From an optimization exercise on the open Yosys and OpenROAD flow, aimed at small area; shortcuts taken in it are not production practice. In this exercise RTL edits were held to simulation tests only and were not proved equivalent to the original. Power is estimated from default activity; no workload was simulated.

File: constraint.sdc
create_clock -name core_clock -period 32.0 [get_ports {REF_CLK}]
set_input_delay 6.4000 -clock core_clock [delete_from_list [all_inputs] [get_ports {REF_CLK}]]
set_output_delay 6.4000 -clock core_clock [all_outputs]
set_load 0.01 [all_outputs]
File: config.mk
export PLATFORM = sky130hd
export DESIGN_NAME = System_top
export DESIGN_NICKNAME = System_top
export VERILOG_FILES = /design/flow/design.v
export SDC_FILE = /design/flow/constraint.sdc
export NUM_CORES = 4
export LEC_CHECK = 0
export CAP_MARGIN = 20
export CORE_MARGIN = 2
export CORE_UTILIZATION = 40
export SLEW_MARGIN = 20
File: run.sh
#!/bin/bash
# synth_recipe.tcl (not shown) runs the flow's synth.tcl, then flattens the netlist and writes it again
# the make line also repeats each setting of config.mk as NAME=value (left out here)
make -C /OpenROAD-flow-scripts/flow DESIGN_CONFIG=/design/flow/config.mk WORK_HOME=/design/flow/orfs CLKGATE_MAP_FILE= SYNTH_SCRIPT=/design/flow/synth_recipe.tcl finish
File: design.v
module System_top #(
    parameter  DATA_WIDTH='d8 ,
                DATA_DEPTH='d16,
                PRESCALE_WIDTH='d5,
                NUM_STAGES='d2,
                RATIO_WD='d4
) (
    input wire REF_CLK,
    input wire RST,
    input wire RX_IN,
    output wire TX_OUT
);
localparam [3:0] S_IDLE = 4'd0,    
                 S_WA   = 4'd1,    
                 S_WD   = 4'd2,    
                 S_WR   = 4'd3,    
                 S_RA   = 4'd4,    
                 S_RD   = 4'd5,    
                 S_CA   = 4'd6,    
                 S_CAW  = 4'd7,    
                 S_CB   = 4'd8,    
                 S_CBW  = 4'd9,    
                 S_DF   = 4'd10,   
                 S_AL   = 4'd11,   
                 S_AI   = 4'd12,   
                 S_AS   = 4'd13,   
                 S_TX   = 4'd14;   
reg  [3:0]  state;
reg  [3:0]  slot_cnt;    
reg         clr;         
reg         rx_act;      
reg  [3:0]  cyc;         
reg  [3:0]  bitn;        
reg  [15:0] P;
reg  [3:0]  func;
reg         par;         
reg         second;      
reg         pe, pt;      
reg  [3:0]  r3;          
reg  [15:0] ring0, ring1, ring2, ring3, ring4, ring5, ring6, ring7;
wire [7:0]  T = {ring7[0], ring6[0], ring5[0], ring4[0],
                 ring3[0], ring2[0], ring1[0], ring0[0]};
wire        is2 = (slot_cnt == 4'd2);
wire        is3 = (slot_cnt == 4'd3);
wire [7:0]  rv  = is2 ? 8'h1D : (is3 ? 8'h08 : 8'h00);
wire [3:0]  waddr = (state == S_CAW) ? 4'd0 : ((state == S_CBW) ? 4'd1 : P[3:0]);
wire        wr    = ((state == S_WR) | (state == S_CAW) | (state == S_CBW)) & (slot_cnt == waddr);
wire [7:0]  rin   = clr ? rv : (wr ? P[15:8] : T);
always @(posedge REF_CLK) begin
    ring0 <= {rin[0], ring0[15:1]};
    ring1 <= {rin[1], ring1[15:1]};
    ring2 <= {rin[2], ring2[15:1]};
    ring3 <= {rin[3], ring3[15:1]};
    ring4 <= {rin[4], ring4[15:1]};
    ring5 <= {rin[5], ring5[15:1]};
    ring6 <= {rin[6], ring6[15:1]};
    ring7 <= {rin[7], ring7[15:1]};
end
always @(posedge REF_CLK or negedge RST) begin
    if (!RST) begin
        slot_cnt <= 4'd0;
        clr      <= 1'b1;
    end else begin
        slot_cnt <= slot_cnt + 4'd1;
        if (slot_cnt == 4'd15)
            clr <= 1'b0;
    end
end
always @(posedge REF_CLK) begin
    if (is2) begin
        pe <= T[0];
        pt <= T[1];
    end
    if (is3)
        r3 <= T[3:0];
end
wire        f_mul = (func == 4'd2);
wire        f_div = (func == 4'd3);
wire        f_sub = (func != 4'd0);
wire [7:0]  ax    = f_mul ? P[15:8] : (f_div ? P[14:7] : P[7:0]);
wire [7:0]  ay    = f_mul ? (P[0] ? T : 8'h00) : (f_sub ? ~T : T);
wire        acin  = ~f_mul & f_sub;
wire [8:0]  asum  = {1'b0, ax} + {1'b0, ay} + {8'h00, acin};
wire [7:0]  s     = asum[7:0];
wire        c     = asum[8];
wire        ge    = P[15] | c;                  
wire        eq    = (s == 8'h00);               
wire        gt    = c & ~eq;                    
reg  [15:0] single;
always @(*) begin
    case (func)
        4'd0:    single = {7'b0, c, s};
        4'd1:    single = {{8{~c}}, s};
        4'd4:    single = {8'h00, P[7:0] & T};
        4'd5:    single = {8'h00, P[7:0] | T};
        4'd6:    single = {8'h00, ~(P[7:0] & T)};
        4'd7:    single = {8'h00, ~(P[7:0] | T)};
        4'd9:    single = {15'b0, eq};
        4'd10:   single = {14'b0, gt, 1'b0};
        4'd11:   single = {14'b0, gt, gt};
        4'd12:   single = {9'b0, P[7:1]};
        4'd13:   single = {8'h00, P[6:0], 1'b0};
        4'd14:   single = {9'b0, T[7:1]};
        4'd15:   single = {8'h00, T[6:0], 1'b0};
        default: single = 16'h0000;
    endcase
end
wire        last  = (bitn == 4'd7);
wire [15:0] step  = f_mul ? {c, s, P[7:1]}
                          : {(ge ? s : P[14:7]) & {8{~last}}, P[6:0], ge};
wire        rx_en  = (state <= S_DF);
wire        tx     = (state == S_TX);
wire [3:0]  tc     = tx ? ((r3[3:1] == 3'b000) ? 4'd0 : r3 - 4'd1) : 4'd7;
wire        bend   = (cyc == tc);               
wire        rx_smp = rx_act & (cyc == 4'd4);    
wire        rx_dat = rx_smp & (bitn != 4'd0) & ~bitn[3] | rx_smp & (bitn == 4'd8);
wire        rx_end = rx_smp & ((bitn == 4'd10) | (bitn == 4'd9) & ~pe);
wire        tx_dat = tx & bend & (bitn != 4'd0) & (bitn <= 4'd8);
wire        tx_end = tx & bend & ((bitn == 4'd10) | (bitn == 4'd9) & ~pe);
wire [7:0]  rxb    = P[15:8];                   
wire        rd_hit  = (state == S_RD) & (slot_cnt == P[11:8]);
wire        ai_step = (state == S_AI) & (slot_cnt == {3'b000, ~f_mul});
wire        go_tx   = rd_hit | ai_step & last | (state == S_AS) & (slot_cnt == 4'd1);
assign TX_OUT = ~tx | ((bitn == 4'd0) ? 1'b0 :
                       (bitn <= 4'd8) ? P[0] :
                       ((bitn == 4'd9) & pe) ? par : 1'b1);
always @(posedge REF_CLK or negedge RST) begin
    if (!RST) begin
        state  <= S_IDLE;
        rx_act <= 1'b0;
    end else begin
        if (!rx_act) begin
            if (rx_en & ~RX_IN)
                rx_act <= 1'b1;
        end else if (rx_end)
            rx_act <= 1'b0;
        case (state)
            S_IDLE: if (rx_end) begin
                        if (rxb == 8'hAA)      state <= S_WA;
                        else if (rxb == 8'hBB) state <= S_RA;
                        else if (rxb == 8'hCC) state <= S_CA;
                        else if (rxb == 8'hDD) state <= S_DF;
                    end
            S_WA:   if (rx_end) state <= S_WD;
            S_WD:   if (rx_end) state <= S_WR;
            S_WR:   if (wr) state <= S_IDLE;
            S_RA:   if (rx_end) state <= S_RD;
            S_RD:   if (slot_cnt == P[11:8]) state <= S_TX;
            S_CA:   if (rx_end) state <= S_CAW;
            S_CAW:  if (wr) state <= S_CB;
            S_CB:   if (rx_end) state <= S_CBW;
            S_CBW:  if (wr) state <= S_DF;
            S_DF:   if (rx_end) state <= S_AL;
            S_AL:   if (slot_cnt == {3'b000, f_mul})
                        state <= (f_mul | f_div) ? S_AI : S_AS;
            S_AI:   if (ai_step & last) state <= S_TX;
            S_AS:   if (slot_cnt == 4'd1) state <= S_TX;
            S_TX:   if (tx_end & ~second) state <= S_IDLE;
            default: state <= S_IDLE;
        endcase
    end
end
always @(posedge REF_CLK) begin
    if (go_tx | tx_end) begin
        cyc  <= 4'd0;
        bitn <= 4'd0;
    end else if (rx_act | tx) begin
        if (bend) begin
            cyc  <= 4'd0;
            bitn <= bitn + 4'd1;
        end else
            cyc  <= cyc + 4'd1;
    end else if (ai_step)
        bitn <= bitn + 4'd1;
    else if (state != S_AI) begin
        cyc  <= 4'd1;       
        bitn <= 4'd0;
    end
    if (rx_dat | tx_dat)
        P <= {RX_IN, P[15:1]};
    case (state)
        S_RD: if (slot_cnt == P[11:8]) P[7:0] <= T;
        S_AL: if (slot_cnt == {3'b000, f_mul}) P <= {8'h00, T};
        S_AI: if (ai_step) P <= step;
        S_AS: if (slot_cnt == 4'd1) P <= single;
        default: ;
    endcase
    if (state == S_DF)
        func <= P[11:8];
    if (tx & bend & (bitn == 4'd0))
        par <= pt;
    else if (tx_dat)
        par <= par ^ P[0];
    if (state == S_RD)
        second <= 1'b0;
    else if (state == S_AL)
        second <= 1'b1;
    else if (tx_end)
        second <= 1'b0;
end
endmodule
==> run notes <==
-- worst max path at each step --
stage | startpoint | to | slack [ns]
after floorplan | state[0] | TX_OUT | 24.42
after global placement | state[3] | TX_OUT | 23.52
after detailed placement | state[3] | TX_OUT | 23.48
after CTS | state[3] | TX_OUT | 23.01
after global routing | state[3] | TX_OUT | 22.78
final | state[3] | TX_OUT | 23.02
-- kinds of logic (layout without fill, tap and decap cells) --
family	count (synthesis)	after routing
fa+ha+maj	24	24
mux	47	47
buf+inv	72	64
flops	174	174
simple gates	241	241
compound gates	199	199
xor+xnor	27	27
-- Yosys cell counts, types with 13 or more instances --
library cell,number
inv_1,22
a21oi_1,69
a211oi_1,13
clkbuf_1,36
nand2_1,55
nand2b_1,13
xnor2_1,23
nor2_1,84
ha_1,17
dfxtp_1,153
nor3_1,15
mux2i_1,35
o21ai_0,37
-- flip-flops by register name, summed over array words and instances (netlist names), 4 cells and up --
signal / flops
ring3: 16
ring7: 16
ring0: 16
bitn: 4
P: 16
func: 4
state: 4
ring6: 16
slot_cnt: 4
ring1: 16
ring4: 16
ring2: 16
r3: 4
cyc: 4
ring5: 16
-- stage by stage --
stage	instance area (um2)	util	setup WS, ns	cells	hold WS [ns]
after CTS	8240	0.454	23.01	1005	0.328
final	8240	0.454	23.02	1005	0.322
after global placement	7620	0.420	23.52	973	0.310
after detailed placement	7620	0.420	23.48	973	0.312
after floorplan	7450	-	24.42	784	0.310
after global routing	8240	0.454	22.78	1005	0.333
-- metal layers --
metal	GRT usage	share of wire
met5	0	0
met4	0.0584	0.016
met3	0.0513	0.069
met2	0.289	0.46
met1	0.259	0.45
-- critical path: stages, from the launching register on --
cell	delay, ns
dfrtp_1	0.64
nand2_1	0.20
nor3b_1	0.61
o21ai_0	0.19
clkdlybuf4s50_1	0.52
-- layout make-up --
| cell class | instances | area (um2) |
|---|---|---|
| Inverter | 23 | 86.3 |
| Multi-Input combinational cell | 538 | 3520 |
| Fill cell | 1723 | 9910 |
| Tap cell | 229 | 287 |
| Clock buffer | 17 | 425 |
| Clock inverter | 15 | 200 |
| Sequential cell | 174 | 3640 |
| Timing Repair Buffer | 9 | 75.1 |
-- power breakdown --
group	total, W	internal [W]	switching, W
Clock	0.000213	0.000119	0.0000933
Combinational	0.0000450	0.0000203	0.0000248
Sequential	0.000236	0.000225	0.0000109
-- placed cells by master, fill, tap and decap left out, drive strengths merged, types with 7 or more instances in the layout --
| master | count |
|---|---|
| a211oi | 13 |
| a21oi | 69 |
| and2 | 8 |
| clkbuf | 17 |
| clkinv | 7 |
| dfrtp | 9 |
| dfxtp | 153 |
| edfxtp | 11 |
| ha | 17 |
| inv | 28 |
| mux2 | 9 |
| mux2i | 35 |
| nand2 | 55 |
| nand2b | 13 |
| nand3 | 12 |
| nand4b | 8 |
| nor2 | 84 |
| nor2b | 9 |
| nor3 | 15 |
| o211ai | 12 |
| o21ai | 42 |
| o221ai | 8 |
| xnor2 | 23 |
==> key figures <==
Layout
  – Share of post-route cells with drive strength above 1: 0.0799
  – Diodes inserted: 0
  – Nets: between 700 and 800
  – Area growth syn-to-layout: 10.7%

Timing
  – RSZ-0062 raised after global routing: false
  – Maximum clock frequency: around 110 MHz
  – Final period util: 0.281
  – Final Critical Period: around 9 ns
  – Setup TNS: 0 ns
  – Worst slew margin: 0.385
  – Clock Skew: 0.0117 ns
  – Slew Viols, Final: 0
  – Final Hold Vio Count: 0
  – Worst slew pin tran: approximately 0.9 ns
  – Final setup viols: 0

Die
  – DIE WIDTH: between 100 and 150 um
  – Area of the die: between 0.015 and 0.02 mm2
  – Site row count: between 40 and 50
  – IO Count: 4
  – Initial Util: 0.410
  – DIE HEIGHT: 140 um
  – Core ar.: approximately 0.018 mm2

Setup path
  – CP Launch Type: register
  – CP max FO: 17
  – Worst R2R Start: func[1]
  – Critical path data required time: 25.60 ns
  – Worst R2R Path Depth: 14
  – Setup slack, reg-to-reg: roughly 27 ns
  – Crit Path Class: register to primary output
  – RR Endpoint: P[10]
  – CP Capture Type: primary output
  – Critical Path AT: ~2.6 ns

Logic synthesis
  – Yosys top cell by area: dfxtp_1
  – Cells after Synth: 784
  – Post-synthesis compound-gate area fraction: 0.169
  – Synth area leaders: dfxtp_1, mux2i_1, a21oi_1, edfxtp_1, nor2_1
  – Async S/R FF share, synth: 0.0575
  – Post-synthesis mux area share: 0.0697
  – #FFs+latches synth: 174
  – Adder and majority gate portion of the synthesized area: 0.0407
  – Netlist cell types: 71
  – Register area share after synthesis: 0.489
  – Synth Flop Type: dfxtp_1
  – Post-synthesis instance area: 0.00745 mm2
  – YS warnings: 1
  – Post-synth top area share: 0.411
  – Main combinational cell family by area after synthesis: compound AO/OA/AOI/OAI gates
  – Syn_area_per_cell: roughly 9.5 um2
  – Syn_nets: approximately 810
  – EDFF count, synth: 11
  – Simple-gate share of the synthesized area: 0.162
  – Post-synthesis xor/xnor area fraction: 0.0317

Global routing
  – Grt ovf: 0
  – Initial antenna violation count: 0
  – Global-route wire length before repair: ~30,000 um
  – Pin count of the biggest net entering global routing: 39
  – Gr usage total: 0.188
  – Vias in the first global route: 5,408

Clock network
  – Hold-fix buffers, CTS: 0
  – Worst skew pair latency: between 0.4 and 0.5 ns
  – TritonCTS clock tree: built
  – Post-CTS Resized: 0
  – Worst-path clk slew: about 0.080 ns
  – TritonCTS Buffers: 17
  – Max Root-Sink Buffers: 2
  – H-tree depth: 4
  – Setup Buffers After CTS: 0
  – CTS root buf: clkbuf_16
  – Clock sinks: ~170

Route
  – DRT Pass-1 Iters: 5
  – Antenna-violating nets left: 0
  – Final wirelength: between 15,000 and 20,000 um
  – Iter 0 DRT Violations: about 530
  – DRC: 0
  – WL per Instance: ~18 um
  – Vias: 5,801
  – Via/cell ratio: between 5 and 6

Place
  – Global placement routability congestion: about 0.92
  – Post-DP HPWL: roughly 12,000 um
  – Port Buf Inserts: 3

Pwr
  – Power Total: 0.000493 W
  – Maximum VDD drop: roughly 0.057 mV
  – Static leakage: roughly 3.2 nW
  – Pwr Density: about 60 mW/mm2

Worst hold path
  – Hold_sp: ring7[2]
  – Hold path cells: 0
  – Hold endpoint: ring7[1]
  – HP Class: register to register

Flow run
  – Maxcap violations: 0

Run status
  – Status: timing/DRC/antenna clean

## port drivers added, routing unchanged
How much do the figures lean on ideal ports? The routed layout below was timed once more, with nothing changed but the port constraints.
Step 1: set_driving_cell puts a clkbuf_16 on REF_CLK and a buf_2 on each other input, an assumption about the parent block.
Step 2, shift: input delay + t, output delay - t, t = (earliest + latest rising clock arrival at the registers) / 2. This alone moves slack from input paths to output paths.
Slacks: no drivers / after step 1 / after step 2; pairs: no drivers / after step 1.
t, ns: 0.469
setup WS [ns]: 23.017 / 22.972 / 23.441
worst setup path after step 2: register to output
worst data-port slew with drivers (ns): 0.03
After both steps this run still meets setup and hold. The setup slack of this run moves by -0.045 ns with the drivers and by +0.424 ns with both steps.
